Background: an optimization exercise with open tools, aiming at small area, a short achievable clock period and few clock cycles per item. Do not read the settings as production practice.
Power and IR drop assume default switching activity.

==> flow/design.v <==
`timescale 1 ns / 100 ps
module register_file (we, wd, regs_flat, clk);
  input clk;
  input [15:0] we;
  input [15:0] wd;
  output [255:0] regs_flat;
  reg [15:0] regs [0:15];
  integer j;
  always @(posedge clk)
    for (j = 0; j < 16; j = j + 1)
      if (we[j]) regs[j] <= wd;
  genvar k;
  generate for (k = 0; k < 16; k = k + 1) begin : g
    assign regs_flat[16*k +: 16] = regs[k];
  end endgenerate
endmodule
module addc (x, c, y);
  input [15:0] x;
  input [4:0] c;
  output [15:0] y;
  wire [4:0] lo = {1'b0, x[3:0]} + {1'b0, c[3:0]};
  wire up = lo[4] & ~c[4];
  wire dn = ~lo[4] & c[4];
  assign y[3:0] = lo[3:0];
  genvar i;
  generate for (i = 4; i < 16; i = i + 1) begin : g
    wire p, z;
    if (i == 4) begin
      assign p = 1'b1; assign z = 1'b1;
    end else begin
      assign p = &x[i-1:4];
      assign z = ~|x[i-1:4];
    end
    assign y[i] = x[i] ^ ((up & p) | (dn & z));
  end endgenerate
endmodule
`timescale 1 ns / 100 ps
module ee457_lab7_P3 (CLK,RSTB,IMEM_ADDR,IMEM_DATA,WB_WRITE,WB_RA,WB_RD);
input CLK,RSTB;
output [5:0] IMEM_ADDR;
input [31:0] IMEM_DATA;
output reg WB_WRITE;
output reg [3:0] WB_RA;
output reg [15:0] WB_RD;
reg [15:0] wb_we;
wire [255:0] regs_flat;
register_file RF (.we(wb_we), .wd(WB_RD), .regs_flat(regs_flat), .clk(CLK));
function [15:0] init_val(input integer k);
  init_val = (k == 15) ? 16'hffff : (k == 14) ? 16'hfff8 : (16'h0001 << k);
endfunction
function [4:0] kval(input [3:0] op);
  kval = op[2] ? 5'b11101 :    
         op[1] ? 5'b00100 :    
         op[0] ? 5'b00001 :    
                 5'b00000;     
endfunction
reg [5:0] pc;
assign IMEM_ADDR = pc;
always @(posedge CLK, negedge RSTB)
  if (!RSTB) pc <= 6'd0;
  else pc <= pc + 6'd1;
reg id_v, ex_v;
reg [3:0] id_rd, ex_rd;
reg [2:0] id_op;       
reg id_hz;             
reg id_wb, id_b;       
reg id_init;           
reg [15:0] id_sel;     
reg [3:0] id_rx;
reg [4:0] id_c;
reg [15:0] written;
wire [15:0] ex_dec = ex_v ? (16'h0001 << ex_rd) : 16'h0000;
always @(posedge CLK, negedge RSTB)
  if (!RSTB) written <= 16'h0000;
  else written <= written | ex_dec;
wire [3:0] if_rx = IMEM_DATA[3:0];
wire [15:0] if_sel = 16'h0001 << if_rx;
wire if_hz  = id_v && id_rd == if_rx;             
wire if_byp = ex_v && ex_rd == if_rx && !if_hz;   
wire if_rf  = !if_hz && !if_byp;
wire [4:0] if_c0 = kval(IMEM_DATA[31:28]);
wire [4:0] if_c1 = kval(IMEM_DATA[31:28]) + kval({1'b0, id_op});
wire [4:0] if_c = if_hz ? if_c1 : if_c0;
always @(posedge CLK, negedge RSTB)
  if (!RSTB) id_v <= 1'b0;
  else id_v <= |IMEM_DATA[31:28];
always @(posedge CLK) begin
  id_op   <= IMEM_DATA[30:28];
  id_rd   <= IMEM_DATA[7:4];
  id_rx   <= if_rx;
  id_hz   <= if_hz;
  id_wb   <= (if_hz && id_hz) || if_byp;
  id_b    <= if_hz && !id_hz;
  id_init <= if_rf && !written[if_rx];
  id_sel  <= if_sel & written & {16{if_rf}};
  id_c    <= if_c;
end
reg [15:0] rd_val;
integer k;
always @* begin
  rd_val = 16'h0000;
  for (k = 0; k < 16; k = k + 1)
    rd_val = rd_val | ({16{id_sel[k]}} & regs_flat[16*k +: 16]);
end
reg [15:0] ex_b;
reg [4:0] ex_c;
wire [15:0] id_x = ({16{id_wb}} & WB_RD) | ({16{id_b}} & ex_b) | rd_val
                 | ({16{id_init}} & init_val(id_rx));
always @(posedge CLK, negedge RSTB)
  if (!RSTB) ex_v <= 1'b0;
  else ex_v <= id_v;
always @(posedge CLK) begin
  ex_b  <= id_x;
  ex_c  <= id_c;
  ex_rd <= id_rd;
end
wire [15:0] ex_y;
addc AC (.x(ex_b), .c(ex_c), .y(ex_y));
always @(posedge CLK, negedge RSTB)
  if (!RSTB) WB_WRITE <= 1'b0;
  else WB_WRITE <= ex_v;
always @(posedge CLK) begin
  WB_RD <= ex_y;
  WB_RA <= ex_rd;
  wb_we <= ex_dec;    
end
endmodule
clock: 3.0 ns
lec_check: 0
abc_clock_period_in_ps: 1500
cap_margin: 20
core_margin: 2
core_utilization: 40
cts_cluster_diameter: 80
cts_cluster_size: 25
setup_slack_margin: 1.4
slew_margin: 20
run.sh (not shown) runs the stock make flow with config.mk's settings and CLKGATE_MAP_FILE= SYNTH_SCRIPT=/design/flow/synth_recipe.tcl, a recipe that flattens the netlist after the stock synthesis.
The baseline passed the timing, design-rule and antenna checks.
Then changed:
--- a/flow/design.v
+++ b/flow/design.v
@@ -13,24 +13,4 @@
   generate for (k = 0; k < 16; k = k + 1) begin : g
     assign regs_flat[16*k +: 16] = regs[k];
-  end endgenerate
-endmodule
-module addc (x, c, y);
-  input [15:0] x;
-  input [4:0] c;
-  output [15:0] y;
-  wire [4:0] lo = {1'b0, x[3:0]} + {1'b0, c[3:0]};
-  wire up = lo[4] & ~c[4];
-  wire dn = ~lo[4] & c[4];
-  assign y[3:0] = lo[3:0];
-  genvar i;
-  generate for (i = 4; i < 16; i = i + 1) begin : g
-    wire p, z;
-    if (i == 4) begin
-      assign p = 1'b1; assign z = 1'b1;
-    end else begin
-      assign p = &x[i-1:4];
-      assign z = ~|x[i-1:4];
-    end
-    assign y[i] = x[i] ^ ((up & p) | (dn & z));
   end endgenerate
 endmodule
@@ -79,7 +59,5 @@
 wire if_byp = ex_v && ex_rd == if_rx && !if_hz;   
 wire if_rf  = !if_hz && !if_byp;
-wire [4:0] if_c0 = kval(IMEM_DATA[31:28]);
-wire [4:0] if_c1 = kval(IMEM_DATA[31:28]) + kval({1'b0, id_op});
-wire [4:0] if_c = if_hz ? if_c1 : if_c0;
+wire [4:0] if_c = kval(IMEM_DATA[31:28]) + (if_hz ? kval({1'b0, id_op}) : 5'd0);
 always @(posedge CLK, negedge RSTB)
   if (!RSTB) id_v <= 1'b0;
@@ -115,6 +93,5 @@
   ex_rd <= id_rd;
 end
-wire [15:0] ex_y;
-addc AC (.x(ex_b), .c(ex_c), .y(ex_y));
+wire [15:0] ex_y = ex_b + {{11{ex_c[4]}}, ex_c};
 always @(posedge CLK, negedge RSTB)
   if (!RSTB) WB_WRITE <= 1'b0;
Result: Critical path depth goes down by 3; utilization rises by 1.4 points; register-to-register slack improves by 0.24 ns; final area rises by 3.5%; setup slack gains 0.24 ns; via count rose by 2.2%; routed wire length came out higher by 3.5%; worst hold slack gets worse by 0.0043 ns; total power grows by 12%; global-route usage came out higher by 0.59 points; final cell count climbs by 1.7%.
No run of this note included a check of the RTL's function; only the layout flow was run.

[what the ideal ports hide]
How much do the figures lean on ideal ports? The routed layouts below were timed once more, with nothing changed but the port constraints.
Step 1 sets driving cells, clkbuf_16 on the clock port and buf_2 on the other inputs (assumed; they add their load-dependent delay and slew).
Step 2, shift: input delay + t, output delay - t, t = (earliest + latest rising clock arrival at the registers) / 2. This alone moves slack from input paths to output paths.
a / b / c = no drivers / after step 1 / after step 2; a / b = the first two.
run	t (ns)	slack for setup (ns)	worst data-port slew with drivers (ns)
the first run	0.570	0.564 / 0.564 / 0.564	0.03
the second run	0.570	0.807 / 0.807 / 0.634	0.03
After both steps every run listed still meets setup and hold. The setup slack of the second run, which loses most, moves by 0.000 ns with the drivers and by -0.173 ns with both steps.
